Context: an optimization exercise on an open-source flow, tuned for small area, a short achievable clock period and few clock cycles per item. The choices shown serve that exercise and are no tape-out recipe.
RTL that was checked went through simulation tests only; none was proved equivalent to the original.
The RTL of run 3 was laid out without a check of its function.
The clock cells of runs 4 to 6 come from the design's own scripts or RTL, not from TritonCTS.
The flow treats the clock pin as an ideal source. Dropping or thinning the clock tree relies on that and would not hold on a real chip.
No activity file was given, so power comes from the tool's default toggle rates.

### flow/run.sh
#!/bin/bash
# synth_recipe.tcl (not shown) runs the flow's synth.tcl, then flattens the netlist and writes it again
# the make line also repeats each setting of config.mk as NAME=value (left out here)
make -C /OpenROAD-flow-scripts/flow DESIGN_CONFIG=/design/flow/config.mk WORK_HOME=/design/flow/orfs CLKGATE_MAP_FILE= SYNTH_SCRIPT=/design/flow/synth_recipe.tcl finish
### flow/config.mk
export PLATFORM = sky130hd
export DESIGN_NAME = fp_add
export DESIGN_NICKNAME = fp_add
export VERILOG_FILES = /design/flow/design.v
export SDC_FILE = /design/flow/constraint.sdc
export NUM_CORES = 8
export LEC_CHECK = 0
export CAP_MARGIN = 20
export CORE_MARGIN = 2
export CORE_UTILIZATION = 40
export SETUP_SLACK_MARGIN = 5
export SLEW_MARGIN = 20
### flow/constraint.sdc
create_clock -name core_clock -period 10.0 [get_ports {clk}]
set_input_delay 2.0000 -clock core_clock [delete_from_list [all_inputs] [get_ports {clk}]]
set_output_delay 2.0000 -clock core_clock [all_outputs]
set_load 0.01 [all_outputs]
### flow/design.v
module fp_add (
    input  [63:0] in_A,
    input  [63:0] in_B,
    input         clk,
    input         rst_n,
    input         in_valid,
    output [63:0] result,
    output        out_valid
);
integer k;
reg [6:0] v;
always @(posedge clk or negedge rst_n) begin
    if (!rst_n) v <= 7'd0;
    else        v <= {v[5:0], in_valid};
end
assign out_valid = v[6];
wire hA_i = |in_A[62:52], hB_i = |in_B[62:52];
reg [63:0] a0, b0;
reg        hA, hB;
always @(posedge clk) begin
    a0 <= {in_A[63:53], in_A[52] | ~hA_i, in_A[51:0]};
    b0 <= {in_B[63:53], in_B[52] | ~hB_i, in_B[51:0]};
    hA <= hA_i;
    hB <= hB_i;
end
wire        sA = a0[63], sB = b0[63];
wire [10:0] eA = a0[62:52], eB = b0[62:52];
wire [51:0] mA = a0[51:0],  mB = b0[51:0];
wire [52:0] fA = {hA, mA};
wire [52:0] fB = {hB, mB};
wire        infA = &eA, infB = &eB;
wire        nanA = infA & (|mA), nanB = infB & (|mB);
wire [11:0] dAB  = {1'b0, eA} - {1'b0, eB};
wire [11:0] dBA  = {1'b0, eB} - {1'b0, eA};
wire        a_ge = ~dAB[11];                        
wire [6:0]  s7   = a_ge ? dAB[6:0] : dBA[6:0];    
wire        o64  = a_ge ? (|dAB[10:6]) : (|dBA[10:6]);
wire        o128 = a_ge ? (|dAB[10:7]) : (|dBA[10:7]);
wire        sub  = sA ^ sB;
reg  [52:0] fBig1, fSm1;
reg  [6:0]  sc1;
reg         o64_1, o128_1;
reg  [10:0] E1;
reg         sgn1, sub1, inf1, nan1;
always @(posedge clk) begin
    fBig1 <= a_ge ? fA : fB;
    fSm1  <= a_ge ? (fB ^ {53{sub}}) : (fA ^ {53{sub}});
    sc1   <= s7;
    o64_1 <= o64;
    o128_1 <= o128;
    E1    <= a_ge ? eA : eB;
    sgn1  <= a_ge ? sA : sB;
    sub1  <= sub;
    inf1  <= infA | infB;
    nan1  <= nanA | nanB | (infA & infB & (sA ^ sB));
end
wire [54:0] w0 = o64_1 ? {55{sub1}} : {fSm1, {2{sub1}}};
wire [54:0] w1 = sc1[5] ? {{32{sub1}}, w0[54:32]} : w0;
wire [54:0] w2 = sc1[4] ? {{16{sub1}}, w1[54:16]} : w1;
wire [54:0] w3 = sc1[3] ? {{8{sub1}},  w2[54:8]}  : w2;
wire [54:0] w4 = sc1[2] ? {{4{sub1}},  w3[54:4]}  : w3;
wire [54:0] w5 = sc1[1] ? {{2{sub1}},  w4[54:2]}  : w4;
wire [54:0] w6 = sc1[0] ? {sub1,       w5[54:1]}  : w5;
reg  [52:0] band;
always @(*) begin
    for (k = 0; k < 53; k = k + 1)
        band[k] = (sc1 >= k + 3) && ({1'b0, sc1} <= k + 53);
end
reg  [52:0] X2;
reg  [54:0] Y2;
reg         st2;
reg  [10:0] E2;
reg         sgn2, sub2, inf2, nan2;
always @(posedge clk) begin
    X2   <= fBig1;
    Y2   <= w6;
    st2  <= ~o128_1 & (|((fSm1 ^ {53{sub1}}) & band));
    E2   <= E1;
    sgn2 <= sgn1;
    sub2 <= sub1;
    inf2 <= inf1;
    nan2 <= nan1;
end
wire [55:0] opX = {X2, 3'b000};
wire [55:0] opY = {Y2, st2 ^ sub2};    
wire [56:0] F   = {1'b0, opX} + {sub2, opY} + {56'd0, sub2};
reg  [56:0] F3;
reg  [10:0] E3;
reg         sgn3, sub3, inf3, nan3;
always @(posedge clk) begin
    F3   <= F;
    E3   <= E2;
    sgn3 <= sgn2;
    sub3 <= sub2;
    inf3 <= inf2;
    nan3 <= nan2;
end
wire        neg  = sub3 & F3[56];
wire        hi   = ~sub3 & F3[56];
wire [52:0] frac = neg ? ~F3[55:3] : hi ? F3[56:4] : F3[55:3];
wire        gb   = hi ? F3[3] : F3[2];
wire        rb   = hi ? F3[2] : F3[1];
wire        sb   = hi ? (F3[1] | F3[0]) : F3[0];
wire        rnd  = neg | (gb & (rb | frac[0] | sb));
wire [53:0] fr   = {1'b0, frac} + {53'd0, rnd};
wire        ones = neg ? ~(|F3[55:3]) : hi ? (&F3[56:4]) : (&F3[55:3]);
wire        fr53 = rnd & ones;
wire [11:0] E3p0 = {1'b0, E3};
wire [11:0] E3p1 = {1'b0, E3} + 12'd1;
wire [11:0] E3p2 = {1'b0, E3} + 12'd2;
wire [11:0] exp0 = (hi & fr53) ? E3p2 : (hi | fr53) ? E3p1 : E3p0;
reg  [52:0] f4;
reg  [11:0] x4;
reg         sgn4, inf4, nan4;
always @(posedge clk) begin
    f4   <= {fr53 | fr[52], fr[51:0]};
    x4   <= exp0;
    sgn4 <= sgn3 ^ neg;
    inf4 <= inf3;
    nan4 <= nan3;
end
reg  [53:0] mark;
always @(*) begin
    for (k = 0; k < 54; k = k + 1)
        mark[k] = (x4 == 53 - k);
end
wire [63:0] lz_in = {({1'b0, f4} | mark), 10'h3ff};
wire [31:0] l1v; wire [31:0] l1c;
wire [15:0] l2v; wire [31:0] l2c;
wire [7:0]  l3v; wire [23:0] l3c;
wire [3:0]  l4v; wire [15:0] l4c;
wire [1:0]  l5v; wire [9:0]  l5c;
wire [5:0]  t;
genvar g;
generate
    for (g = 0; g < 32; g = g + 1) begin : L1
        assign l1v[g] = lz_in[2*g+1] | lz_in[2*g];
        assign l1c[g] = ~lz_in[2*g+1];
    end
    for (g = 0; g < 16; g = g + 1) begin : L2
        assign l2v[g] = l1v[2*g+1] | l1v[2*g];
        assign l2c[2*g+1:2*g] = l1v[2*g+1] ? {1'b0, l1c[2*g+1]} : {1'b1, l1c[2*g]};
    end
    for (g = 0; g < 8; g = g + 1) begin : L3
        assign l3v[g] = l2v[2*g+1] | l2v[2*g];
        assign l3c[3*g+2:3*g] = l2v[2*g+1] ? {1'b0, l2c[4*g+3:4*g+2]} : {1'b1, l2c[4*g+1:4*g]};
    end
    for (g = 0; g < 4; g = g + 1) begin : L4
        assign l4v[g] = l3v[2*g+1] | l3v[2*g];
        assign l4c[4*g+3:4*g] = l3v[2*g+1] ? {1'b0, l3c[6*g+5:6*g+3]} : {1'b1, l3c[6*g+2:6*g]};
    end
    for (g = 0; g < 2; g = g + 1) begin : L5
        assign l5v[g] = l4v[2*g+1] | l4v[2*g];
        assign l5c[5*g+4:5*g] = l4v[2*g+1] ? {1'b0, l4c[8*g+7:8*g+4]} : {1'b1, l4c[8*g+3:8*g]};
    end
endgenerate
assign t = l5v[1] ? {1'b0, l5c[9:5]} : {1'b1, l5c[4:0]};
wire ovf  = ((x4 == 12'd2047) & f4[52]) |
            ((x4 == 12'd2048) & (|f4[52:51])) |
            ((x4 == 12'd2049) & (|f4[52:50]));
wire zero = ~(|f4);
wire [11:0] x4p1   = x4 + 12'd1;
reg  [53:0] p5;
reg  [5:0]  t5;
reg  [11:0] x5;           
reg         sgn5, big5, nan5;
always @(posedge clk) begin
    p5   <= t[5] ? {f4[21:0], 32'd0} : {1'b0, f4};
    t5   <= t;
    x5   <= x4p1;
    sgn5 <= sgn4 & ~nan4 & (inf4 | ~zero);
    big5 <= inf4 | ovf;
    nan5 <= nan4;
end
wire [53:0] p6 = t5[4] ? {p5[37:0], 16'd0} : p5;
wire [53:0] p7 = t5[3] ? {p6[45:0], 8'd0}  : p6;
wire [53:0] p8 = t5[2] ? {p7[49:0], 4'd0}  : p7;
wire [53:0] p9 = t5[1] ? {p8[51:0], 2'd0}  : p8;
wire [53:0] pa = t5[0] ? {p9[52:0], 1'd0}  : p9;
wire        normal = pa[53];
wire [11:0] e1     = x5 - {6'd0, t5};
reg  [63:0] res;
always @(posedge clk) begin
    if (nan5)
        res <= {1'b0, 11'h7ff, 52'd1};
    else if (big5)
        res <= {sgn5, 11'h7ff, 52'd0};
    else
        res <= {sgn5, normal ? e1[10:0] : 11'd0, pa[52:1]};
end
assign result = res;
endmodule
==> results of run 1 <==
[worst min-delay path by stage]
| stage | slack, ns | cells after the start | from | end |
|---|---|---|---|---|
| finish | 0.33 | 0 | fBig1[5]$_DFF_P_ | X2[5]$_DFF_P_ |
| global route | 0.33 | 0 | E1[4]$_DFF_P_ | E2[4]$_DFF_P_ |
| CTS | 0.33 | 0 | E2[10]$_DFF_P_ | E3[10]$_DFF_P_ |
| detailed placement | 0.31 | 0 | E1[4]$_DFF_P_ | E2[4]$_DFF_P_ |
| global placement | 0.31 | 0 | E2[7]$_DFF_P_ | E3[7]$_DFF_P_ |
| floorplan | 0.31 | 0 | E1[0]$_DFF_P_ | E2[0]$_DFF_P_ |
[placed cells by master (no fill, tap or decap), types with 10 or more instances in the layout]
cell type	netlist	layout
dfxtp_1	662	650
nand2_1	423	423
nor2_1	341	341
a21oi_1	340	340
mux2i_1	265	265
o21ai_0	239	239
clkdlybuf4s50_1	0	195
xnor2_1	149	149
mux2_2	108	108
inv_1	103	102
ha_1	90	90
xor2_1	78	77
a21o_1	76	76
clkbuf_16	0	76
nand3_1	74	74
nor4_1	67	67
nand4_1	59	59
nor3_1	53	53
nor2b_1	46	46
a31oi_1	44	43
and2_1	35	35
o22ai_1	32	32
a211oi_1	30	30
buf_4	6	29
nand2b_1	28	28
o211ai_1	26	26
or2_2	23	23
o21bai_1	21	21
and3_1	20	20
or3_1	18	18
o21a_1	16	16
a22oi_1	15	15
nor3b_1	12	12
o31ai_1	12	12
clkbuf_1	190	11
a2111oi_0	10	10
a311oi_1	10	10
bufinv_16	0	10
dfxtp_2	0	10
[final cells by class]
class,instances,area (µm²),area share
multi-input cells,2931,19300,0.489
flip-flops and latches,669,13400,0.342
well taps,1144,1430,0.0364
repair buffers,224,2170,0.0551
clock inverters,40,579,0.0147
inverters,108,407,0.0103
clock buffers,95,2050,0.0522
[power breakdown]
group	total [W]	internal, W	switching, W	leakage, nW
registers	0.00463	0.00350	0.00112	5.66
clock network	0.00289	0.00174	0.00115	1.27
logic	0.00529	0.00229	0.00300	9.05
[stage by stage]
step	hold WS [ns]	instances	worst slack (ns)	power, W
floorplan	0.310	3992	5.59	0.00806
global placement	0.310	5076	5.52	0.00988
detailed placement	0.312	5076	5.40	0.00988
finish	0.326	5211	5.25	0.0128
CTS	0.326	5211	5.38	0.0128
global route	0.328	5211	5.00	0.0136
[routing by layer]
| metal | vias up | part of all wire | routed length (µm) | global-route usage |
|---|---|---|---|---|
| li1 | 14139 | - | - | - |
| met1 | 13405 | 0.42 | 45100 | 0.295 |
| met2 | 985 | 0.47 | 51000 | 0.405 |
| met3 | 275 | 0.051 | 5460 | 0.0342 |
| met4 | 0 | 0.058 | 6310 | 0.132 |
| met5 | - | 0 | 0 | 0 |
[flip-flops by register name, indices dropped and copies added, names as in the netlist, 6 cells and up]
register,flops
b0,64
f4,53
sc1,7
X2,53
x4,12
E1,11
x5,11
a0,64
fSm1,53
t5,6
F3,57
E3,11
E2,11
fBig1,53
res,64
p5,54
Y2,55
v,7
[synthesized netlist by cell type, types with 28 or more instances]
cell and instances:
a211oi_1 30, a21o_1 76, a21oi_1 340, a31oi_1 44, and2_1 35, buf_1 58, clkbuf_1 190, dfxtp_1 662
ha_1 90, inv_1 103, mux2_2 108, mux2i_1 265, nand2_1 423, nand2b_1 28, nand3_1 74, nand4_1 59
nor2_1 341, nor2b_1 46, nor3_1 53, nor4_1 67, o21ai_0 239, o22ai_1 32, xnor2_1 149, xor2_1 78
[kinds of logic after synthesis]
| family | synth area share |
|---|---|
| and+or+nand+nor | 0.175 |
| muxes | 0.118 |
| buffers and inverters | 0.0451 |
| xor gates and xnor gates | 0.0581 |
| adders and majority gates | 0.0347 |
| AOI/OAI and AO/OA | 0.176 |
| DFF | 0.393 |
==> impl_metrics.json, run 1 <==
{
  "finalCritPeriodShare": 0.475,
  "antenna_cells": 0,
  "r2r_setup_slack_ns": 5.25,
  "min-delay-path-class": "reg -> reg",
  "r2r_end": "f4[51]$_DFF_P_",
  "synth_area_leaders": "dfxtp_1, mux2i_1, a21oi_1, nand2_1, xnor2_1",
  "grt_max_degree": 103,
  "finalHoldViolations": 0,
  "cts_root_buf": "clkbuf_16",
  "start_kind": "flop",
  "cp_top_family": "simple AND/OR/NAND/NOR gates",
  "drc": 0,
  "cts_sinks": 669,
  "fin_crit_ns": 4.75,
  "numCtsBuffers": 75,
  "ant_nets": 0,
  "syn_area_um2": 34200,
  "final_nets": 4233,
  "htree_levels": 3,
  "grt_antenna_before_repair": 1,
  "synth.top_cell.area_share": 0.388,
  "ys_seq_area_frac": 0.393,
  "cpMaxStageDelayCell": "buf_4",
  "fp.dieW_um": 296,
  "postCtsSetupBuffers": 0,
  "drt-initial-drc-count": 2250,
  "grt_pass1_wl_mm": 163,
  "ys_dominant_reg_cell": "dfxtp_1",
  "slew_viol_final": 0,
  "rows": 107,
  "first_pass_iters": 6,
  "gp_congestion": 0.977,
  "fin_tns_setup_ns": 0,
  "vias_per_cell": 5.53,
  "ioPinCount": 196,
  "cpPeakStageDelay_ns": 0.74,
  "run_status": "timing/DRC/antenna clean",
  "ff2ff_path_depth": 13,
  "cp_data_arrival_time_ns": 5.26,
  "crit_top_cell": "nand2b_1",
  "synth_nets": 4216,
  "worstMarginPinSlew_ns": 1.05,
  "wirelength_mm": 108,
  "vdd_drop_max_v": 0.000154,
  "synth_seq_cells": 669,
  "max_freq_ghz": 0.211,
  "cts_buffer_depth": 3,
  "synth_edf_count": 0,
  "required_ns": 10.51,
  "syn_inst": 3992,
  "fin_worst_skew_ns": 0.0283,
  "p_leak_nw": 16.0,
  "area_growth_pct": 15.1,
  "ys.warnings.count": 1,
  "crit_chain": "buf_4 > nand2b_1 > o21ai_0 > a211o_1 > nand2_1 > ha_1 > inv_1 > a2111oi_4 > nand4_2 > nor4_4 > nand2b_1 > or3_1 > xor2_1",
  "post_cts_resized": 0,
  "synth_cell_types": 97,
  "startpoint": "sub3$_DFF_P_",
  "relSlewSlack": 0.300,
  "fin_util": 0.464,
  "ctsHoldBuffers": 0,
  "crit_end": "f4[51]$_DFF_P_",
  "cap_violations": 0,
  "p_per_area_nw_per_um2": 326,
  "placed_area_um2": 36700,
  "setup_viol": 0,
  "core_area_um2": 84900,
  "initial_core_util": 0.403,
  "wl_per_cell_um": 20.7,
  "synthArstFlopShare": 0.0105,
  "worstPathMaxFanout": 95,
  "yosysTopAreaCell": "dfxtp_1",
  "die-area_um2": 87800,
  "drive_gt1_frac": 0.0848,
  "crit_cells": 13,
  "grt_setup_unrepaired": "false",
  "critPathKind": "reg -> reg",
  "syn_area_per_cell_um2": 8.57,
  "io_buffers": 195,
  "clkTransAtPathRegs_ns": 0.06,
  "dp_hpwl_mm": 82.1,
  "r2r-start": "sub3$_DFF_P_",
  "first_global_vias": 27603,
  "end_kind": "flop",
  "clk_latency_ns": 0.64,
  "fin_area_um2": 39300,
  "num_vias": 28804,
  "grtUsageTotal": 0.240,
  "fillers": 8365,
  "path_buf_inv": 2,
  "die_h_um": 296,
  "cts_tree": "built",
  "overflow": 0
}
Testbench counts, summed over its fixed seeds: cycles 80,056, items 80,000.
==> inputs of run 2 (changes only) <==
==> flow/flow/run.sh (new file) <==
#!/bin/bash
set -euo pipefail
bash standard.sh synth > synth.log 2>&1
for step in floorplan place cts grt route finish; do
  bash standard.sh SETUP_SLACK_MARGIN=7 $step > $step.log 2>&1
done
==> flow/standard.sh (new file) <==
#!/bin/bash
# synth_recipe.tcl (not shown) runs the flow's synth.tcl, then flattens the netlist and writes it again
# the make line also repeats each setting of config.mk as NAME=value (left out here)
make -C /OpenROAD-flow-scripts/flow DESIGN_CONFIG=/design/flow/config.mk WORK_HOME=/design/flow/orfs CLKGATE_MAP_FILE= SYNTH_SCRIPT=/design/flow/synth_recipe.tcl "${@:-finish}"
--- a/flow/config.mk
+++ b/flow/config.mk
@@ -7,6 +7,5 @@
 export LEC_CHECK = 0
 export CAP_MARGIN = 20
 export CORE_MARGIN = 2
-export CORE_UTILIZATION = 40
-export SETUP_SLACK_MARGIN = 5
+export CORE_UTILIZATION = 55
 export SLEW_MARGIN = 20
removed: flow/run.sh
==> run 2 against run 1 <==
Via count up 7.8%. Clock skew is 0.0019 ns lower. Synthesized cell count unchanged. Worst setup slack improved by 1.6 ns. Worst hold slack worse by 0.0054 ns. Sequential power rose by 1%. First-iteration DRC count is 41% higher. Clock power shrank 8.3%. Die area shrank 27%. Global-route usage up 11 points. Sequential share of layout area decreased by 0.81 points. Maximum frequency up 52%. Largest cell class unchanged.
==> impl_metrics.json, run 2 <==
{
  "run_status": "timing/DRC/antenna clean",
  "cap_violations": 0,
  "fin_tns_setup_ns": 0,
  "p_leak_nw": 16.8,
  "num_vias": 31050,
  "drc": 0,
  "grt_antenna_before_repair": 2,
  "ctsHoldBuffers": 0,
  "reg.largest.list": "a0 x64, b0 x64, res x64",
  "cp_data_arrival_time_ns": 3.65,
  "synthArstFlopShare": 0.0105,
  "numCtsBuffers": 70,
  "cts_root_buf": "clkbuf_16",
  "r2r_end": "f4[52]$_DFF_P_",
  "htree_levels": 3,
  "ant_nets": 0,
  "grt_pass1_wl_mm": 173,
  "cts_tree": "built",
  "initial_core_util": 0.555,
  "finalHoldViolations": 0,
  "fp.dieW_um": 253,
  "required_ns": 10.53,
  "finalCritPeriodShare": 0.312,
  "gp_congestion": 1.00,
  "area_growth_pct": 18.4,
  "yosysTopAreaCell": "dfxtp_1",
  "synth_cell_types": 97,
  "dp_hpwl_mm": 83.1,
  "start_kind": "flop",
  "p_per_area_nw_per_um2": 328,
  "synth_area_leaders": "dfxtp_1, mux2i_1, a21oi_1, nand2_1, xnor2_1",
  "cts_sinks": 669,
  "layout_commonest_cell": "dfxtp_1",
  "syn_area_per_cell_um2": 8.57,
  "layout.cells.most_common_list": "dfxtp_1, nand2_1, a21oi_1",
  "synth_nets": 4216,
  "overflow": 0,
  "first_global_vias": 29740,
  "min-delay-path-class": "reg -> reg",
  "end_kind": "flop",
  "core_area_um2": 61600,
  "ys_dominant_reg_cell": "dfxtp_1",
  "worstPathMaxFanout": 6,
  "ys.warnings.count": 1,
  "clk_latency_ns": 0.64,
  "r2r_setup_slack_ns": 6.88,
  "ioPinCount": 196,
  "ys_seq_area_frac": 0.393,
  "syn_area_um2": 34200,
  "drive_gt1_frac": 0.154,
  "fin_util": 0.658,
  "cts_buffer_depth": 3,
  "fin_crit_ns": 3.12,
  "worstMarginPinSlew_ns": 0.969,
  "synth_seq_cells": 669,
  "grt_max_degree": 78,
  "io_buffers": 195,
  "synth_edf_count": 0,
  "die_h_um": 253,
  "die-area_um2": 64200,
  "startpoint": "sub3$_DFF_P_",
  "place_inst": 4767,
  "final_nets": 4326,
  "vdd_drop_max_v": 0.000159,
  "rows": 91,
  "crit_end": "f4[52]$_DFF_P_",
  "ys_top_cells_by_count": "dfxtp_1, nand2_1, nor2_1, a21oi_1, mux2i_1",
  "critPathKind": "reg -> reg",
  "max_freq_ghz": 0.320,
  "syn_inst": 3992,
  "clkTransAtPathRegs_ns": 0.07,
  "first_pass_iters": 8,
  "synth.top_cell.area_share": 0.388,
  "setup_viol": 0,
  "fin_worst_skew_ns": 0.0263,
  "yosysMostFrequentCell": "dfxtp_1",
  "grtUsageTotal": 0.345,
  "wirelength_mm": 116,
  "grt_setup_unrepaired": "true",
  "r2r-start": "sub3$_DFF_P_",
  "vias_per_cell": 6.21,
  "fin_cells": 4996,
  "preCtsSetupSlack_ns": 5.82,
  "slew_viol_final": 0,
  "wl_per_cell_um": 23.2,
  "worst_slack_ns": 6.88,
  "relSlewSlack": 0.348,
  "drt-initial-drc-count": 3176,
  "ff2ff_path_depth": 14
}
run 2: cell families after synthesis:
group                      Yosys count  synth area share
AOI/OAI and AO/OA                  982             0.176
xor gates and xnor gates           227            0.0581
adders and majority gates           93            0.0347
buffers and inverters              392            0.0451
DFF                                669             0.393
muxes                              381             0.118
and+or+nand+nor                   1248             0.175
run 2: layout make-up:
cell class                 count  area [µm²]
antenna                        1        2.50
clock buffer                  92        1960
clock inverter                36         417
fill                        4978       21100
inverter                     108         438
multi-input combinational   2933       19900
sequential                   669       13500
tap                          837        1050
timing repair buffer         319        3250
timing repair inverter         1        5.00
run 2: metal layers:
metal	track usage	vias up	part of all wire
li1	-	14321	-
met1	0.429	14706	0.40
met2	0.581	1645	0.47
met3	0.0523	378	0.075
met4	0.176	0	0.056
met5	0	-	0
run 2: power by group:
part	internal [W]	switching (W)	total (W)
registers	0.00353	0.00117	0.00469
clock network	0.00152	0.00114	0.00265
logic	0.00255	0.00339	0.00594
total	0.00759	0.00570	0.0133
run 2: metrics by stage:
step	hold slack, ns	cell area, µm²	power (W)
global route	0.327	40500	0.0139
detailed placement	0.312	36400	0.00995
floorplan	0.310	34400	0.00809
CTS	0.322	39600	0.0129
finish	0.320	40500	0.0133
global placement	0.310	36400	0.00987
run 2: worst min-delay path by stage:
stage	slack (ns)	from	depth (start not counted)	to
floorplan	0.31	E1[0]$_DFF_P_	0	E2[0]$_DFF_P_
global placement	0.31	sgn1$_DFF_P_	0	sgn2$_DFF_P_
detailed placement	0.31	E1[6]$_DFF_P_	0	E2[6]$_DFF_P_
CTS	0.32	E1[0]$_DFF_P_	0	E2[0]$_DFF_P_
global route	0.33	E2[8]$_DFF_P_	0	E3[8]$_DFF_P_
finish	0.32	E1[0]$_DFF_P_	0	E2[0]$_DFF_P_
run 2: worst max-delay path, stage by stage, from the launching register on:
cell      delay, ns
dfxtp_4        0.41
buf_6          0.14
buf_4          0.11
nor2_1         0.05
a21oi_1        0.26
mux2_2         0.25
ha_4           0.15
inv_4          0.04
a221oi_4       0.31
nand4_4        0.17
nor4b_4        0.37
and4_4         0.33
nand4_1        0.14
xnor2_1        0.23
nand2_1        0.08
run 2: repair_timing:
action                                  4_1_cts  5_1_grt
endpoints found under the setup margin      357      274
cloned                                        6        7
pin swaps                                    25       33
resized for setup                           406      124
buffers inserted                             41       46
==> inputs of run 3 (changes only) <==
--- a/flow/design.v
+++ b/flow/design.v
@@ -61,11 +61,12 @@
 wire [54:0] w4 = sc1[2] ? {{4{sub1}},  w3[54:4]}  : w3;
 wire [54:0] w5 = sc1[1] ? {{2{sub1}},  w4[54:2]}  : w4;
 wire [54:0] w6 = sc1[0] ? {sub1,       w5[54:1]}  : w5;
-reg  [52:0] band;
+reg  [106:0] ge;
 always @(*) begin
-    for (k = 0; k < 53; k = k + 1)
-        band[k] = (sc1 >= k + 3) && ({1'b0, sc1} <= k + 53);
-end
+    for (k = 0; k < 107; k = k + 1)
+        ge[k] = (sc1 >= k);
+end
+wire [52:0] band = ge[55:3] & ~ge[106:54];
 reg  [52:0] X2;
 reg  [54:0] Y2;
 reg         st2;
@@ -95,16 +96,34 @@
     inf3 <= inf2;
     nan3 <= nan2;
 end
-wire        neg  = sub3 & F3[56];
-wire        hi   = ~sub3 & F3[56];
-wire [52:0] frac = neg ? ~F3[55:3] : hi ? F3[56:4] : F3[55:3];
-wire        gb   = hi ? F3[3] : F3[2];
-wire        rb   = hi ? F3[2] : F3[1];
-wire        sb   = hi ? (F3[1] | F3[0]) : F3[0];
-wire        rnd  = neg | (gb & (rb | frac[0] | sb));
-wire [53:0] fr   = {1'b0, frac} + {53'd0, rnd};
-wire        ones = neg ? ~(|F3[55:3]) : hi ? (&F3[56:4]) : (&F3[55:3]);
-wire        fr53 = rnd & ones;
+wire        neg    = sub3 & F3[56];
+wire        hi     = ~sub3 & F3[56];
+wire        rnd_hi = F3[3] & (F3[2] | F3[4] | F3[1] | F3[0]);
+wire        rnd_lo = F3[2] & (F3[1] | F3[3] | F3[0]);
+wire [53:0] xr     = F3[56:3] ^ {54{neg}};
+wire        inc0   = neg | (~hi & rnd_lo);
+wire        inc1   = hi & rnd_hi;
+wire        cin1   = inc1 | (inc0 & xr[0]);      
+wire [52:0] pfx [0:6];
+assign pfx[0] = xr[53:1];
+genvar l, j;
+generate
+    for (l = 0; l < 6; l = l + 1) begin : PAL
+        for (j = 0; j < 53; j = j + 1) begin : PAB
+            if ((j >> l) & 1) begin : C
+                assign pfx[l+1][j] = pfx[l][j] & pfx[l][((j >> l) << l) - 1];
+            end else begin : N
+                assign pfx[l+1][j] = pfx[l][j];
+            end
+        end
+    end
+endgenerate
+wire [54:0] R    = {cin1 & pfx[6][52],
+                    xr[53:2] ^ ({52{cin1}} & pfx[6][51:0]),
+                    xr[1] ^ cin1,
+                    xr[0] ^ inc0};
+wire [52:0] frac = hi ? R[53:1] : R[52:0];
+wire        fr53 = hi ? R[54] : R[53];           
 wire [11:0] E3p0 = {1'b0, E3};
 wire [11:0] E3p1 = {1'b0, E3} + 12'd1;
 wire [11:0] E3p2 = {1'b0, E3} + 12'd2;
@@ -113,7 +132,7 @@
 reg  [11:0] x4;
 reg         sgn4, inf4, nan4;
 always @(posedge clk) begin
-    f4   <= {fr53 | fr[52], fr[51:0]};
+    f4   <= {fr53 | frac[52], frac[51:0]};
     x4   <= exp0;
     sgn4 <= sgn3 ^ neg;
     inf4 <= inf3;
==> run 3 against run 2 <==
Die area down 3.3%. Cell count down 5.4%. Flip-flop and latch count unchanged. Via count shrank 4.0%. Maximum frequency fell by 2.6%. Critical path depth down 1. Power decreased by 5.6%. Critical endpoint is now f4[41]$_DFF_P_. Core utilization up 2.7 points. Largest cell class unchanged. First-iteration DRC count decreased by 13%.
==> impl_metrics.json, run 3 <==
{
  "grtUsageTotal": 0.342,
  "worstPathMaxFanout": 20,
  "die-area_um2": 62100,
  "placed_area_um2": 35300,
  "io_buffers": 195,
  "regArea_um2": 13500,
  "fillers": 4590,
  "ant_nets": 0,
  "yosysTopAreaCell": "dfxtp_1",
  "ys_dominant_reg_cell": "dfxtp_1",
  "initial_core_util": 0.558,
  "fin_worst_skew_ns": 0.0317,
  "hold_depth": 0,
  "crit_cells": 13,
  "vias_per_cell": 6.31,
  "ff2ff_path_depth": 13,
  "cts_root_buf": "clkbuf_16",
  "start_kind": "flop",
  "multi_input_area_um2": 19500,
  "grt_max_degree": 85,
  "finalHoldViolations": 0,
  "layout_commonest_cell": "dfxtp_1",
  "ys_top_cells_by_count": "dfxtp_1, nor2_1, a21oi_1, nand2_1",
  "cpMaxStageDelayCell": "nor3_1",
  "syn_area_um2": 33000,
  "overflow": 0,
  "ioPinCount": 196,
  "grt_pass1_wl_mm": 166,
  "yosysMostFrequentCell": "dfxtp_1",
  "fin_area_um2": 40600,
  "synth_cell_types": 92,
  "path_buf_inv": 5,
  "synth_edf_count": 0,
  "cts_tree": "built",
  "worstMarginPinSlew_ns": 0.989,
  "setup_viol": 0,
  "relSlewSlack": 0.336,
  "drt-initial-drc-count": 2767,
  "vdd_drop_max_v": 0.000189,
  "fp.dieW_um": 249,
  "cts_buffer_depth": 3,
  "crit_chain": "buf_12 > and2_4 > buf_8 > nor3_1 > o2111ai_4 > nor4_4 > buf_4 > buf_8 > buf_12 > nand2_8 > and3_4 > a2111oi_4 > a21oi_1",
  "gp_congestion": 1.03,
  "p_per_area_nw_per_um2": 309,
  "htree_levels": 3,
  "cp_top_family": "simple AND/OR/NAND/NOR gates",
  "synth.top_cell.area_share": 0.401,
  "critPathKind": "reg -> reg",
  "core_area_um2": 59200,
  "synthArstFlopShare": 0.0105,
  "grt_antenna_before_repair": 10,
  "max_freq_ghz": 0.312,
  "ys_seq_area_frac": 0.406,
  "first_pass_iters": 6,
  "finalCritPeriodShare": 0.321,
  "cts_sinks": 669,
  "p_leak_nw": 16.4,
  "reg.largest.list": "a0 x64, b0 x64, res x64",
  "first_global_vias": 28349,
  "required_ns": 10.49,
  "fin_crit_ns": 3.21,
  "layout.cells.most_common_list": "dfxtp_1, nor2_1, a21oi_1",
  "synth_area_leaders": "dfxtp_1, mux2i_1, a21oi_1, mux2_2, nor2_1",
  "end_kind": "flop",
  "syn_inst": 3728,
  "rows": 89,
  "synth_seq_cells": 669,
  "run_status": "timing/DRC/antenna clean",
  "cp_data_arrival_time_ns": 3.70,
  "dp_hpwl_mm": 78.7,
  "drc": 0,
  "wl_per_cell_um": 24.0,
  "ys.warnings.count": 1,
  "cpPeakStageDelay_ns": 0.49,
  "die_h_um": 249,
  "synth_nets": 3952,
  "cap_violations": 0,
  "area_growth_pct": 22.8,
  "fin_tns_setup_ns": 0,
  "hold_ws_ns": 0.310,
  "numCtsBuffers": 69,
  "wirelength_mm": 114,
  "slew_viol_final": 0,
  "grt_setup_unrepaired": "true",
  "syn_area_per_cell_um2": 8.86,
  "clk_latency_ns": 0.63,
  "drive_gt1_frac": 0.191,
  "num_vias": 29816,
  "min-delay-path-class": "reg -> reg",
  "clkTransAtPathRegs_ns": 0.06,
  "final_nets": 4121
}
==> run 3: power breakdown <==
group | internal (W) | switching (W)
Sequential | 0.00349 | 0.000965
Combinational | 0.00237 | 0.00299
Clock | 0.00164 | 0.00109
==> run 3: final cells by class <==
type | count | share of cell area
Clock inverter | 33 | 0.0112
Antenna cell | 4 | 0.000247
Timing Repair Buffer | 355 | 0.0932
Inverter | 97 | 0.00934
Sequential cell | 669 | 0.333
Tap cell | 773 | 0.0238
Clock buffer | 92 | 0.0489
Multi-Input combinational cell | 2705 | 0.480
==> run 3: cell families (layout without fill, tap and decap cells) <==
kind of cell             after synthesis  count (layout)  synth area share
AND/OR/NAND/NOR                     1036            1036             0.145
AO/OA/AOI/OAI                        981             981             0.187
flip-flops                           669             669             0.406
multiplexers                         375             375             0.126
buffers and inverters                354             577            0.0414
XOR/XNOR                             218             218            0.0578
adder cells (fa/ha/maj)               95              95            0.0365
other                                  0               4                 0
==> run 3: worst register-to-register path, delay by kind of cell, from the launching register on <==
| kind | cells | cell delay, ns |
|---|---|---|
| compound gates | 3 | 0.66 |
| buf+inv | 5 | 0.78 |
| flops | 1 | 0.37 |
| simple gates | 5 | 1.29 |
==> run 3: repair_timing <==
item	in CTS	in global routing
pin swaps	32	66
setup endpoints to repair	325	259
hold buffers	0	0
buffers inserted	42	61
gates resized for setup	473	202
gates cloned	13	5
==> run 3: worst paths after layout <==
kind                              start  slack (ns)        endpoint
max                        sub3$_DFF_P_        6.79  f4[41]$_DFF_P_
min                        inf2$_DFF_P_        0.31    inf3$_DFF_P_
max reg2reg                sub3$_DFF_P_        6.79  f4[41]$_DFF_P_
min reg2reg                inf2$_DFF_P_        0.31    inf3$_DFF_P_
max in group asynchronous         rst_n        8.16  v[4]$_DFF_PN0_
min in group asynchronous         rst_n        1.62  v[5]$_DFF_PN0_
==> run 3: routing by layer <==
layer  routed length (µm)  vias up  GRT usage  part of all wire
met5                   27        -          0           0.00024
met3                 9240      415     0.0618             0.081
met4                 6190        4      0.171             0.055
li1                     -    13706          -                 -
met1                45300    14210      0.432              0.40
met2                52800     1481      0.563              0.47
==> run 3: stage by stage <==
step            util  power (W)  worst slack (ns)  cells
3_5_place_dp   0.596    0.00903              5.10   4478
3_3_place_gp   0.596    0.00897              5.28   4478
2_1_floorplan      -    0.00744              6.97   3728
6_report       0.685     0.0125              6.79   4728
5_1_grt        0.685     0.0131              6.62   4724
4_1_cts        0.660     0.0121              6.86   4658
==> inputs of run 4 (changes only) <==
--- a/flow/design.v
+++ b/flow/design.v
@@ -61,12 +61,11 @@
 wire [54:0] w4 = sc1[2] ? {{4{sub1}},  w3[54:4]}  : w3;
 wire [54:0] w5 = sc1[1] ? {{2{sub1}},  w4[54:2]}  : w4;
 wire [54:0] w6 = sc1[0] ? {sub1,       w5[54:1]}  : w5;
-reg  [106:0] ge;
+reg  [52:0] band;
 always @(*) begin
-    for (k = 0; k < 107; k = k + 1)
-        ge[k] = (sc1 >= k);
+    for (k = 0; k < 53; k = k + 1)
+        band[k] = (sc1 >= k + 3) && ({1'b0, sc1} <= k + 53);
 end
-wire [52:0] band = ge[55:3] & ~ge[106:54];
 reg  [52:0] X2;
 reg  [54:0] Y2;
 reg         st2;
@@ -96,34 +95,16 @@
     inf3 <= inf2;
     nan3 <= nan2;
 end
-wire        neg    = sub3 & F3[56];
-wire        hi     = ~sub3 & F3[56];
-wire        rnd_hi = F3[3] & (F3[2] | F3[4] | F3[1] | F3[0]);
-wire        rnd_lo = F3[2] & (F3[1] | F3[3] | F3[0]);
-wire [53:0] xr     = F3[56:3] ^ {54{neg}};
-wire        inc0   = neg | (~hi & rnd_lo);
-wire        inc1   = hi & rnd_hi;
-wire        cin1   = inc1 | (inc0 & xr[0]);      
-wire [52:0] pfx [0:6];
-assign pfx[0] = xr[53:1];
-genvar l, j;
-generate
-    for (l = 0; l < 6; l = l + 1) begin : PAL
-        for (j = 0; j < 53; j = j + 1) begin : PAB
-            if ((j >> l) & 1) begin : C
-                assign pfx[l+1][j] = pfx[l][j] & pfx[l][((j >> l) << l) - 1];
-            end else begin : N
-                assign pfx[l+1][j] = pfx[l][j];
-            end
-        end
-    end
-endgenerate
-wire [54:0] R    = {cin1 & pfx[6][52],
-                    xr[53:2] ^ ({52{cin1}} & pfx[6][51:0]),
-                    xr[1] ^ cin1,
-                    xr[0] ^ inc0};
-wire [52:0] frac = hi ? R[53:1] : R[52:0];
-wire        fr53 = hi ? R[54] : R[53];           
+wire        neg  = sub3 & F3[56];
+wire        hi   = ~sub3 & F3[56];
+wire [52:0] frac = neg ? ~F3[55:3] : hi ? F3[56:4] : F3[55:3];
+wire        gb   = hi ? F3[3] : F3[2];
+wire        rb   = hi ? F3[2] : F3[1];
+wire        sb   = hi ? (F3[1] | F3[0]) : F3[0];
+wire        rnd  = neg | (gb & (rb | frac[0] | sb));
+wire [53:0] fr   = {1'b0, frac} + {53'd0, rnd};
+wire        ones = neg ? ~(|F3[55:3]) : hi ? (&F3[56:4]) : (&F3[55:3]);
+wire        fr53 = rnd & ones;
 wire [11:0] E3p0 = {1'b0, E3};
 wire [11:0] E3p1 = {1'b0, E3} + 12'd1;
 wire [11:0] E3p2 = {1'b0, E3} + 12'd2;
@@ -132,7 +113,7 @@
 reg  [11:0] x4;
 reg         sgn4, inf4, nan4;
 always @(posedge clk) begin
-    f4   <= {fr53 | frac[52], frac[51:0]};
+    f4   <= {fr53 | fr[52], fr[51:0]};
     x4   <= exp0;
     sgn4 <= sgn3 ^ neg;
     inf4 <= inf3;
==> flow/flow/run.sh (replaced) <==
#!/bin/bash
set -euo pipefail
TREE=$PWD/flow/cts_tree.tcl
PORTS="BUFFER_PORTS_ARGS=-inputs -outputs -buffer_cell sky130_fd_sc_hd__buf_1"
bash standard.sh synth > synth.log 2>&1
bash standard.sh SETUP_SLACK_MARGIN=7 floorplan > floorplan.log 2>&1
bash standard.sh SETUP_SLACK_MARGIN=7 "$PORTS" place > place.log 2>&1
bash standard.sh SETUP_SLACK_MARGIN=7 PRE_CTS_TCL=$TREE cts > cts.log 2>&1
for step in grt route finish; do
  bash standard.sh SETUP_SLACK_MARGIN=7 $step > $step.log 2>&1
done
==> flow/flow/cts_tree.tcl (new file) <==
# Sourced by ORFS's cts.tcl (PRE_CTS_TCL) in place of TritonCTS: builds a
# two-level clock tree. Root buffers on the clock port each drive a group
# of leaf buffers; each leaf buffer sits at the centre of a k-means cluster
# of flip-flops and drives them. All flip-flops see the same two buffer
# stages; the tree only shortens the clock's insertion delay.
proc my_clock_tree { {nleaf 20} {nroot 4} {bufname sky130_fd_sc_hd__clkbuf_16} } {
  set db [ord::get_db]
  set block [ord::get_db_block]
  set master [$db findMaster $bufname]
  set clk_net [$block findNet clk]
  set sinks {}
  foreach it [$clk_net getITerms] {
    set inst [$it getInst]
    set bb [$inst getBBox]
    lappend sinks [list $it [expr {([$bb xMin] + [$bb xMax]) / 2.0}] [expr {([$bb yMin] + [$bb yMax]) / 2.0}]]
  }
  set n [llength $sinks]
  # k-means: seed with sinks spread by sorted order
  set sorted [lsort -real -index 1 $sinks]
  set cx {}; set cy {}
  for {set k 0} {$k < $nleaf} {incr k} {
    set s [lindex $sorted [expr {int(($k + 0.5) * $n / $nleaf)}]]
    lappend cx [lindex $s 1]; lappend cy [lindex $s 2]
  }
  for {set iter 0} {$iter < 30} {incr iter} {
    set sx [lrepeat $nleaf 0.0]; set sy [lrepeat $nleaf 0.0]; set cnt [lrepeat $nleaf 0]
    set assign {}
    foreach s $sinks {
      set x [lindex $s 1]; set y [lindex $s 2]
      set best 0; set bd 1e30
      for {set k 0} {$k < $nleaf} {incr k} {
        set d [expr {abs($x - [lindex $cx $k]) + abs($y - [lindex $cy $k])}]
        if {$d < $bd} { set bd $d; set best $k }
      }
      lappend assign $best
      lset sx $best [expr {[lindex $sx $best] + $x}]
      lset sy $best [expr {[lindex $sy $best] + $y}]
      lset cnt $best [expr {[lindex $cnt $best] + 1}]
    }
    for {set k 0} {$k < $nleaf} {incr k} {
      if {[lindex $cnt $k] > 0} {
        lset cx $k [expr {[lindex $sx $k] / [lindex $cnt $k]}]
        lset cy $k [expr {[lindex $sy $k] / [lindex $cnt $k]}]
      }
    }
  }
  # roots: k-means of leaf centres into nroot groups
  set leaves {}
  for {set k 0} {$k < $nleaf} {incr k} { lappend leaves [list $k [lindex $cx $k] [lindex $cy $k]] }
  set lsorted [lsort -real -index 1 $leaves]
  set rx {}; set ry {}
  for {set r 0} {$r < $nroot} {incr r} {
    set s [lindex $lsorted [expr {int(($r + 0.5) * $nleaf / $nroot)}]]
    lappend rx [lindex $s 1]; lappend ry [lindex $s 2]
  }
  set rassign [lrepeat $nleaf 0]
  for {set iter 0} {$iter < 20} {incr iter} {
    set sx [lrepeat $nroot 0.0]; set sy [lrepeat $nroot 0.0]; set cnt [lrepeat $nroot 0]
    for {set k 0} {$k < $nleaf} {incr k} {
      set x [lindex $cx $k]; set y [lindex $cy $k]
      set best 0; set bd 1e30
      for {set r 0} {$r < $nroot} {incr r} {
        set d [expr {abs($x - [lindex $rx $r]) + abs($y - [lindex $ry $r])}]
        if {$d < $bd} { set bd $d; set best $r }
      }
      lset rassign $k $best
      lset sx $best [expr {[lindex $sx $best] + $x}]
      lset sy $best [expr {[lindex $sy $best] + $y}]
      lset cnt $best [expr {[lindex $cnt $best] + 1}]
    }
    for {set r 0} {$r < $nroot} {incr r} {
      if {[lindex $cnt $r] > 0} {
        lset rx $r [expr {[lindex $sx $r] / [lindex $cnt $r]}]
        lset ry $r [expr {[lindex $sy $r] / [lindex $cnt $r]}]
      }
    }
  }
  set w [$master getWidth]; set h [$master getHeight]
  # root buffers
  set rnets {}
  for {set r 0} {$r < $nroot} {incr r} {
    set inst [odb::dbInst_create $block $master "clkroot_$r"]
    set net [odb::dbNet_create $block "clkroot_net_$r"]
    $net setSigType CLOCK
    [$inst findITerm A] connect $clk_net
    [$inst findITerm X] connect $net
    $inst setLocation [expr {int([lindex $rx $r] - $w / 2)}] [expr {int([lindex $ry $r] - $h / 2)}]
    $inst setPlacementStatus PLACED
    lappend rnets $net
  }
  # leaf buffers
  set lnets {}
  for {set k 0} {$k < $nleaf} {incr k} {
    set inst [odb::dbInst_create $block $master "clkleaf_$k"]
    set net [odb::dbNet_create $block "clkleaf_net_$k"]
    $net setSigType CLOCK
    [$inst findITerm A] connect [lindex $rnets [lindex $rassign $k]]
    [$inst findITerm X] connect $net
    $inst setLocation [expr {int([lindex $cx $k] - $w / 2)}] [expr {int([lindex $cy $k] - $h / 2)}]
    $inst setPlacementStatus PLACED
    lappend lnets $net
  }
  set i 0
  foreach s $sinks {
    set it [lindex $s 0]
    $it disconnect
    $it connect [lindex $lnets [lindex $assign $i]]
    incr i
  }
  $clk_net setSigType CLOCK
  puts "my_clock_tree: $n sinks, $nleaf leaves, $nroot roots"
}

rename clock_tree_synthesis tritoncts_clock_tree_synthesis
proc clock_tree_synthesis { args } {
  my_clock_tree 40 4
}
==> run 4 against run 3 <==
Critical path depth stayed put. Clock skew is 0.10 ns higher. Flip-flop and latch count unchanged. Cell count increased by 3.4%. Worst setup slack worse by 0.0030 ns. Still clean on timing, DRC and antenna. Cell area is 6.1% lower. Maximum frequency about the same. Core utilization shrank 6.6 points. Sequential share of layout area is 2.1 points higher. Global-route usage down 1.1 points. Wire length decreased by 1.3%.
==> impl_metrics.json, run 4 <==
{
  "vdd_drop_max_v": 0.000186,
  "pwr-share-clk": 0.131,
  "synth_edf_count": 0,
  "synth_cell_types": 97,
  "slew_viol_final": 0,
  "final_nets": 4280,
  "wirelength_mm": 112,
  "max_freq_ghz": 0.312,
  "cpMaxStageDelayCell": "dfxtp_4",
  "fin_crit_ns": 3.21,
  "required_ns": 10.32,
  "io_buffers": 195,
  "end_kind": "flop",
  "reg.largest.list": "a0 x64, b0 x64, res x64",
  "crit_top_cell": "buf_4",
  "drc": 0,
  "ys_top_cells_by_count": "dfxtp_1, nand2_1, nor2_1, a21oi_1, mux2i_1",
  "fp.dieW_um": 253,
  "worstMarginPinSlew_ns": 0.905,
  "power_switching_w": 0.00533,
  "num_vias": 30383,
  "ant_nets": 0,
  "comb_power_share": 0.479,
  "vias_per_cell": 6.21,
  "drt-initial-drc-count": 3638,
  "yosysMostFrequentCell": "dfxtp_1",
  "ys_seq_area_frac": 0.393,
  "grt_antenna_before_repair": 4,
  "grt_pass1_wl_mm": 167,
  "clkTransAtPathRegs_ns": 0.10,
  "finalCritPeriodShare": 0.321,
  "core_area_um2": 61600,
  "layout.cells.most_common_list": "dfxtp_1, nand2_1, nor2_1, a21oi_1, mux2i_1",
  "switching_share": 0.442,
  "yosysTopAreaCell": "dfxtp_1",
  "fillers": 5399,
  "critPathKind": "reg -> reg",
  "cp_data_arrival_time_ns": 3.53,
  "syn_area_per_cell_um2": 8.57,
  "antenna_cells": 0,
  "syn_area_um2": 34200,
  "gp_congestion": 1.05,
  "die_h_um": 253,
  "cap_violations": 0,
  "synth_area_leaders": "dfxtp_1, mux2i_1, a21oi_1, nand2_1, xnor2_1",
  "relSlewSlack": 0.397,
  "wl_per_cell_um": 22.9,
  "syn_inst": 3992,
  "first_pass_iters": 10,
  "grt_max_degree": 80,
  "worstPathMaxFanout": 35,
  "setup_viol": 0,
  "ys_dominant_reg_cell": "dfxtp_1",
  "overflow": 0,
  "start_kind": "flop",
  "p_per_area_nw_per_um2": 317,
  "layout_commonest_cell": "dfxtp_1",
  "drive_gt1_frac": 0.115,
  "first_global_vias": 28222,
  "area_growth_pct": 11.4,
  "die-area_um2": 64200,
  "internal_power_w": 0.00673,
  "ctsHoldBuffers": 0,
  "cpPeakStageDelay_ns": 0.42,
  "finalHoldViolations": 0,
  "clk_latency_ns": 0.46,
  "fin_tns_setup_ns": 0,
  "grtUsageTotal": 0.331,
  "p_leak_nw": 15.5,
  "placed_area_um2": 35100,
  "run_status": "timing/DRC/antenna clean",
  "synthArstFlopShare": 0.0105,
  "fin_area_um2": 38100,
  "rows": 91,
  "synth_seq_cells": 669,
  "dp_hpwl_mm": 81.6,
  "fin_worst_skew_ns": 0.136,
  "crit_chain": "buf_4 > buf_4 > buf_8 > buf_16 > o21ai_2 > a221oi_4 > nand4_4 > nor4b_4 > buf_4 > nand4b_4 > or3b_4 > nor3_4 > xnor2_1",
  "synth.top_cell.area_share": 0.388,
  "min-delay-path-class": "reg -> reg",
  "initial_core_util": 0.555,
  "ioPinCount": 196,
  "synth_nets": 4216,
  "p_seq_frac": 0.390,
  "grt_setup_unrepaired": "true",
  "ys.warnings.count": 1
}
[run 4: power by group through the flow]
| stage | Sequential, W | Clock (W) | Combinational [W] |
|---|---|---|---|
| 2_1_floorplan | 0.00396 | 0 | 0.00414 |
| 3_3_place_gp | 0.00470 | 0 | 0.00499 |
| 3_5_place_dp | 0.00471 | 0 | 0.00503 |
| 4_1_cts | 0.00468 | 0.00129 | 0.00544 |
| 5_1_grt | 0.00474 | 0.00171 | 0.00627 |
| 6_report | 0.00471 | 0.00158 | 0.00578 |
[run 4: path summary, 6_finish.rpt]
path / startpoint / end / slack [ns] / depth (start not counted)
min in group asynchronous: rst_n / v[0]$_DFF_PN0_ / 1.42 / 1
hold / removal: E1[7]$_DFF_P_ / E2[7]$_DFF_P_ / 0.21 / 0
setup / recovery: F3[56]$_DFF_P_ / f4[50]$_DFF_P_ / 6.79 / 13
setup reg to reg: F3[56]$_DFF_P_ / f4[50]$_DFF_P_ / 6.79 / 13
hold reg to reg: E1[7]$_DFF_P_ / E2[7]$_DFF_P_ / 0.21 / 0
max in group asynchronous: rst_n / v[5]$_DFF_PN0_ / 8.26 / 1
[run 4: layout make-up]
type | instances | area, µm² | area share
Timing Repair Buffer | 300 | 2120 | 0.0556
Sequential cell | 669 | 13500 | 0.354
Buffer | 44 | 1100 | 0.0289
Tap cell | 837 | 1050 | 0.0275
Multi-Input combinational cell | 2931 | 19900 | 0.522
Timing Repair inverter | 2 | 13.8 | 0.000361
Inverter | 108 | 445 | 0.0117
[run 4: logic make-up after synthesis]
family,Yosys count,share of synthesized area
XOR/XNOR,227,0.0581
AO/OA/AOI/OAI,982,0.176
AND/OR/NAND/NOR,1248,0.175
adder cells (fa/ha/maj),93,0.0347
flip-flops,669,0.393
buffers and inverters,392,0.0451
multiplexers,381,0.118
[run 4: critical path, delay by kind of cell (launching register included)]
kind | cells | cell delay, ns
buffers and inverters | 5 | 1.11
and+or+nand+nor | 5 | 0.99
AOI/OAI and AO/OA | 2 | 0.46
DFF | 1 | 0.42
xor gates and xnor gates | 1 | 0.14
[run 4: through the flow]
step / total power, W / hold slack [ns] / instances / setup slack [ns] / util
2_1_floorplan: 0.00809 / 0.310 / 3992 / 6.34 / -
3_3_place_gp: 0.00969 / 0.311 / 4765 / 5.48 / 0.571
3_5_place_dp: 0.00974 / 0.312 / 4765 / 5.38 / 0.571
4_1_cts: 0.0114 / 0.312 / 4862 / 6.81 / 0.606
5_1_grt: 0.0127 / 0.190 / 4891 / 6.69 / 0.618
6_report: 0.0121 / 0.207 / 4891 / 6.79 / 0.618
[run 4: routing by layer]
metal	vias to the layer above	GRT usage	share of wire
met1	14260	0.443	0.41
met5	-	0	0
met4	0	0.154	0.060
li1	14203	-	-
met3	369	0.0435	0.080
met2	1551	0.529	0.45
[run 4: timing repair]
item	CTS	global route
gates cloned	9	5
resized for setup	106	128
setup buffers	44	24
pin swaps	19	37
setup endpoints to repair	280	155
hold endpoints to repair	0	0
Testbench counts of run 4, summed over its fixed seeds: cycles 80,056, items 80,000.
==> inputs of run 5 (changes only) <==
--- a/flow/design.v
+++ b/flow/design.v
@@ -87,16 +87,19 @@
 reg  [56:0] F3;
 reg  [10:0] E3;
 reg         sgn3, sub3, inf3, nan3;
+reg         neg3, hi3;     
 always @(posedge clk) begin
     F3   <= F;
+    neg3 <= sub2 & F[56];
+    hi3  <= ~sub2 & F[56];
     E3   <= E2;
     sgn3 <= sgn2;
     sub3 <= sub2;
     inf3 <= inf2;
     nan3 <= nan2;
 end
-wire        neg  = sub3 & F3[56];
-wire        hi   = ~sub3 & F3[56];
+wire        neg  = neg3;
+wire        hi   = hi3;
 wire [52:0] frac = neg ? ~F3[55:3] : hi ? F3[56:4] : F3[55:3];
 wire        gb   = hi ? F3[3] : F3[2];
 wire        rb   = hi ? F3[2] : F3[1];
==> run 5 against run 4 <==
Power shrank 4.8%. Synthesized cell count fell by 4.7%. Core utilization shrank 0.92 points. Critical endpoint is now x4[8]$_DFF_P_.
==> impl_metrics.json, run 5 <==
{
  "run_status": "timing/DRC/antenna clean",
  "finalCritPeriodShare": 0.301,
  "yosysTopAreaCell": "dfxtp_1",
  "critPathKind": "reg -> reg",
  "core_area_um2": 61500,
  "finalHoldViolations": 0,
  "ys_seq_area_frac": 0.395,
  "vias_per_cell": 6.37,
  "p_per_area_nw_per_um2": 307,
  "syn_inst": 3806,
  "synthArstFlopShare": 0.0104,
  "cap_violations": 0,
  "die-area_um2": 63900,
  "synth.top_cell.area_share": 0.390,
  "fin_crit_ns": 3.01,
  "ys_top_cells_by_count": "dfxtp_1, nor2_1, nand2_1, mux2i_1, a21oi_1",
  "drt-initial-drc-count": 3080,
  "area_growth_pct": 9.99,
  "clk_latency_ns": 0.42,
  "die_h_um": 253,
  "wl_per_cell_um": 24.3,
  "worstPathMaxFanout": 13,
  "ant_nets": 0,
  "first_global_vias": 28298,
  "fin_util": 0.609,
  "drc": 0,
  "final_nets": 4098,
  "synth_edf_count": 0,
  "clkTransAtPathRegs_ns": 0.11,
  "gp_congestion": 1.01,
  "drive_gt1_frac": 0.113,
  "first_pass_iters": 6,
  "syn_area_um2": 34100,
  "start_kind": "flop",
  "min-delay-path-class": "reg -> reg",
  "grtUsageTotal": 0.337,
  "initial_core_util": 0.554,
  "synth_seq_cells": 670,
  "grt_pass1_wl_mm": 169,
  "slew_viol_final": 0,
  "ys.warnings.count": 1,
  "required_ns": 10.30,
  "p_leak_nw": 14.9,
  "overflow": 0,
  "relSlewSlack": 0.354,
  "num_vias": 29682,
  "layout.cells.most_common_list": "dfxtp_1, nor2_1, nand2_1",
  "end_kind": "flop",
  "synth_nets": 4032,
  "fin_cells": 4662,
  "place_inst": 4564,
  "preCtsSetupSlack_ns": 6.13,
  "fin_worst_skew_ns": 0.0945,
  "ys_dominant_reg_cell": "dfxtp_1",
  "dp_hpwl_mm": 84.9,
  "synth_cell_types": 94,
  "setup_viol": 0,
  "max_freq_ghz": 0.333,
  "grt_setup_unrepaired": "true",
  "ctsHoldBuffers": 0,
  "grt_antenna_before_repair": 5,
  "cp_data_arrival_time_ns": 3.31,
  "synth_area_leaders": "dfxtp_1, mux2i_1, mux2_2, a21oi_1, xnor2_1",
  "io_buffers": 195,
  "fin_tns_setup_ns": 0,
  "grt_max_degree": 71,
  "worst_slack_ns": 6.99,
  "worstMarginPinSlew_ns": 0.969,
  "layout_commonest_cell": "dfxtp_1",
  "yosysMostFrequentCell": "dfxtp_1",
  "fp.dieW_um": 253,
  "ioPinCount": 196,
  "rows": 91,
  "syn_area_per_cell_um2": 8.95,
  "reg.largest.list": "a0 x64, b0 x64, res x64",
  "vdd_drop_max_v": 0.000168,
  "wirelength_mm": 113
}
[run 5: worst paths after layout]
check | startpoint | end | slack (ns) | cells after the start
min | sgn1$_DFF_P_ | sgn2$_DFF_P_ | 0.29 | 0
min reg2reg | sgn1$_DFF_P_ | sgn2$_DFF_P_ | 0.29 | 0
max in group asynchronous | rst_n | v[2]$_DFF_PN0_ | 8.32 | 1
max reg2reg | F3[32]$_DFF_P_ | x4[8]$_DFF_P_ | 6.99 | 8
max | F3[32]$_DFF_P_ | x4[8]$_DFF_P_ | 6.99 | 8
min in group asynchronous | rst_n | v[3]$_DFF_PN0_ | 1.44 | 1
[run 5: kinds of logic (layout without fill, tap and decap cells)]
| kind of cell | count (synthesis) | in the layout | share of synthesized area |
|---|---|---|---|
| buffers and inverters | 376 | 439 | 0.0435 |
| DFF | 670 | 670 | 0.395 |
| and+or+nand+nor | 1091 | 1092 | 0.156 |
| other | 0 | 2 | 0 |
| adders and majority gates | 96 | 96 | 0.0359 |
| xor gates and xnor gates | 205 | 205 | 0.0527 |
| AOI/OAI and AO/OA | 930 | 930 | 0.174 |
| muxes | 438 | 438 | 0.143 |
[run 5: repair_timing]
| item | in CTS | in global routing |
|---|---|---|
| pin swaps | 5 | 18 |
| gates resized for setup | 79 | 79 |
| gates cloned | 4 | 5 |
| buffers inserted | 12 | 31 |
| endpoints found under the setup margin | 257 | 224 |
[run 5: metrics by stage]
stage / hold slack, ns / area [µm²] / total power (W)
6_report: 0.288 / 37500 / 0.0115
5_1_grt: 0.297 / 37500 / 0.0121
4_1_cts: 0.312 / 36700 / 0.0109
3_5_place_dp: 0.312 / 35100 / 0.00949
3_3_place_gp: 0.311 / 35100 / 0.00941
2_1_floorplan: 0.310 / 34200 / 0.00784
[run 5: where the power goes]
part / internal [W] / total (W) / switching [W]
clock network: 0.000775 / 0.00158 / 0.000801
registers: 0.00348 / 0.00452 / 0.00104
logic: 0.00225 / 0.00538 / 0.00314
total: 0.00651 / 0.0115 / 0.00497
[run 5: final cells by class]
type                    instances  area [µm²]
repair buffers                277        1710
fillers                      5342       24000
diodes                          2        5.00
plain buffers                  44        1100
flip-flops and latches        670       13500
well taps                     790         988
inverters                     118         474
multi-input cells            2761       19700
[run 5: critical path, cell delays in order (launching register included)]
cell      delay [ns]
dfxtp_1         0.57
nand4_1         0.15
nor4_1          0.42
o211ai_1        0.24
o31ai_4         0.37
buf_4           0.25
nand3_1         0.24
a211oi_1        0.41
xor2_1          0.22
[run 5: layer usage]
metal	share of wire	track usage	wire length, µm	vias up
li1	-	-	-	13725
met1	0.40	0.432	45900	14090
met2	0.46	0.554	51800	1499
met3	0.074	0.0413	8390	366
met4	0.064	0.181	7290	2
met5	0.000088	0	10	-
Testbench counts of run 5, summed over its fixed seeds: cycles 80,056, items 80,000.
==> inputs of run 6 (changes only) <==
--- a/flow/config.mk
+++ b/flow/config.mk
@@ -7,5 +7,5 @@
 export LEC_CHECK = 0
 export CAP_MARGIN = 20
 export CORE_MARGIN = 2
-export CORE_UTILIZATION = 55
+export CORE_UTILIZATION = 65
 export SLEW_MARGIN = 20
==> run 6 against run 5 <==
Still clean on timing, DRC and antenna. Cell area is essentially flat. Sequential power about the same. Clock skew is 0.030 ns higher. Global-route usage increased by 6.3 points. Core utilization up 12 points. Synthesized cell count is the same. Flip-flop and latch count is the same. Power grew 1.8%. Register-to-register slack worse by 0.05 ns. Sequential share of layout area barely moved. First-iteration DRC count increased by 20%. Largest cell class unchanged.
==> impl_metrics.json, run 6 <==
{
  "run_status": "timing/DRC/antenna clean",
  "required_ns": 10.39,
  "worstPathMaxFanout": 13,
  "io_buffers": 195,
  "syn_inst": 3806,
  "finalCritPeriodShare": 0.306,
  "gp_congestion": 1.07,
  "p_leak_nw": 14.9,
  "fin_crit_ns": 3.06,
  "crit_top_cell": "a211oi_1",
  "first_global_vias": 29073,
  "wl_per_cell_um": 25.6,
  "ant_nets": 0,
  "syn_area_per_cell_um2": 8.95,
  "placed_area_um2": 34900,
  "fp.dieW_um": 233,
  "grt_pass1_wl_mm": 170,
  "end_kind": "flop",
  "fin_worst_skew_ns": 0.125,
  "max_freq_ghz": 0.327,
  "wirelength_mm": 117,
  "die-area_um2": 54200,
  "synth_area_leaders": "dfxtp_1, mux2i_1, mux2_2, a21oi_1, xnor2_1",
  "relSlewSlack": 0.341,
  "grt_antenna_before_repair": 7,
  "grt.met1_usage": 0.503,
  "setup_viol": 0,
  "r2r_setup_slack_ns": 6.94,
  "layout.cells.most_common_list": "dfxtp_1, nor2_1, nand2_1",
  "vias_per_cell": 6.81,
  "worstMarginPinSlew_ns": 0.988,
  "hp-start": "f4[31]$_DFF_P_",
  "first_pass_iters": 8,
  "fin_cells": 4550,
  "grtUsageMet3": 0.0602,
  "ioPinCount": 196,
  "synthArstFlopShare": 0.0104,
  "overflow": 0,
  "grt_max_degree": 69,
  "p_per_area_nw_per_um2": 312,
  "drt-initial-drc-count": 3707,
  "dp_hpwl_mm": 82.9,
  "initial_core_util": 0.661,
  "cap_violations": 0,
  "start_kind": "flop",
  "cpPeakStageDelay_ns": 0.60,
  "holdPathEnd": "p5[31]$_SDFF_PP0_",
  "final_nets": 4098,
  "ys_dominant_reg_cell": "dfxtp_1",
  "grtUsageTotal": 0.400,
  "busiest_layer": "met2",
  "hold_depth": 0,
  "finalHoldViolations": 0,
  "fin_area_um2": 37400,
  "drive_gt1_frac": 0.119,
  "yosysMostFrequentCell": "dfxtp_1",
  "r2r-start": "x4[3]$_DFF_P_",
  "core_area_um2": 51500,
  "num_vias": 31000,
  "cpMaxStageDelayCell": "a2111oi_1",
  "grt_setup_unrepaired": "true",
  "ys_top_cells_by_count": "dfxtp_1, nor2_1, nand2_1, mux2i_1, a21oi_1",
  "reg.largest.list": "a0 x64, b0 x64, res x64",
  "min-delay-path-class": "reg -> reg",
  "synth.top_cell.area_share": 0.390,
  "area_growth_pct": 9.91,
  "hold_ws_ns": 0.299,
  "syn_area_um2": 34100,
  "fillers": 3561,
  "ff2ff_path_depth": 7,
  "fin_tns_setup_ns": 0,
  "vdd_drop_max_v": 0.000208,
  "antenna_cells": 0,
  "cp_data_arrival_time_ns": 3.45,
  "ys_seq_area_frac": 0.395,
  "ys.warnings.count": 1,
  "yosysTopAreaCell": "dfxtp_1",
  "critPathKind": "reg -> reg",
  "crit_chain": "nor2_1 > nand2_1 > nor4_1 > a211oi_1 > a2111oi_1 > o22ai_1 > a211oi_1",
  "place_inst": 4450,
  "met2_usage": 0.663,
  "layout_commonest_cell": "dfxtp_1",
  "synth_nets": 4032,
  "synth_cell_types": 94,
  "r2r_end": "t5[0]$_DFF_P_",
  "clk_latency_ns": 0.47,
  "slew_viol_final": 0,
  "clkTransAtPathRegs_ns": 0.10,
  "synth_edf_count": 0,
  "die_h_um": 233,
  "drc": 0,
  "rows": 83,
  "synth_seq_cells": 670
}
## run 6: worst max-delay path by stage
stage	to	slack (ns)	start	cells past startpoint
floorplan	f4[51]$_DFF_P_	6.61	hi3$_DFF_P_	18
global placement	st2$_DFF_P_	6.15	sc1[4]$_DFF_P_	8
detailed placement	f4[46]$_DFF_P_	5.96	hi3$_DFF_P_	12
CTS	f4[46]$_DFF_P_	6.87	hi3$_DFF_P_	12
global route	fSm1[24]$_DFF_P_	6.88	a0[53]$_DFF_P_	11
finish	t5[0]$_DFF_P_	6.94	x4[3]$_DFF_P_	7
## run 6: cell type report
cell class | instances | area [µm²] | area share
buffer | 44 | 1100 | 0.0294
inverter | 118 | 472 | 0.0126
multi-input combinational | 2762 | 19700 | 0.527
sequential | 670 | 13500 | 0.360
tap | 680 | 851 | 0.0227
timing repair buffer | 276 | 1810 | 0.0482
## run 6: per-stage QoR
stage           util  setup slack, ns  power, W
3_5_place_dp   0.678             5.96   0.00946
5_1_grt        0.727             6.88    0.0122
3_3_place_gp   0.678             6.15   0.00928
4_1_cts        0.711             6.87    0.0110
2_1_floorplan      -             6.61   0.00784
6_report       0.727             6.94    0.0117
## run 6: worst max-delay path, delay by kind of cell (launching register included)
family | cells | cell delay (ns)
AND/OR/NAND/NOR | 3 | 1.29
AO/OA/AOI/OAI | 4 | 1.21
flip-flops | 1 | 0.51
## run 6: cells by family after synthesis
| kind of cell | Yosys count | share of synthesized area |
|---|---|---|
| buffers and inverters | 376 | 0.0435 |
| xor gates and xnor gates | 205 | 0.0527 |
| AOI/OAI and AO/OA | 930 | 0.174 |
| DFF | 670 | 0.395 |
| muxes | 438 | 0.143 |
| and+or+nand+nor | 1091 | 0.156 |
| adders and majority gates | 96 | 0.0359 |
## run 6: timing repair
| action | in CTS | in global routing |
|---|---|---|
| gates cloned | 5 | 11 |
| endpoints found under the hold margin | 0 | 0 |
| pin swaps | 7 | 19 |
| setup endpoints to repair | 266 | 240 |
| buffers inserted | 11 | 29 |
| gates resized for setup | 88 | 99 |
| hold buffers | 0 | 0 |
## run 6: per-layer routing
metal / routed length (µm) / part of all wire / vias to the layer above
met5: 57 / 0.00049 / -
li1: - / - / 13713
met1: 43400 / 0.37 / 14542
met3: 11400 / 0.098 / 560
met4: 8550 / 0.073 / 8
met2: 53100 / 0.46 / 2177
## run 6: where the power goes
part / internal (W) / switching (W) / total, W
combinational: 0.00228 / 0.00330 / 0.00558
sequential: 0.00348 / 0.00104 / 0.00452
clock: 0.000777 / 0.000812 / 0.00159

separate check: timing with driven ports:
The flow's constraints put no driver on any port. The routed layouts listed below were extracted and timed again, unchanged, in two steps.
Step 1: set_driving_cell puts a clkbuf_16 on clk and a buf_2 on each other input, an assumption about the parent block.
Step 2 adds t to the input delays and takes it off the output delays; t is the mean of the earliest and latest rising clock arrival at the registers after step 1. Input paths then give back, and output paths get back, about the clock's delay inside the block.
Slacks: ideal ports / drivers / drivers and shift; pairs: ideal ports / drivers.
run	t, ns	setup slack, ns	latest minus earliest clock arrival (ns)
run 1	0.693	5.252 / 5.252 / 5.252	0.034 / 0.034
run 2	0.690	6.876 / 6.845 / 6.780	0.035 / 0.036
run 3	0.679	6.793 / 6.793 / 6.793	0.036 / 0.036
run 4	0.522	6.790 / 6.790 / 6.790	0.140 / 0.140
run 5	0.517	6.994 / 6.904 / 6.993	0.108 / 0.108
run 6	0.552	6.941 / 6.873 / 6.941	0.126 / 0.125
After both steps setup and hold are still met in every run listed. For run 2, which loses most, drivers alone change the setup slack by -0.031 ns; drivers and shift together by -0.096 ns.
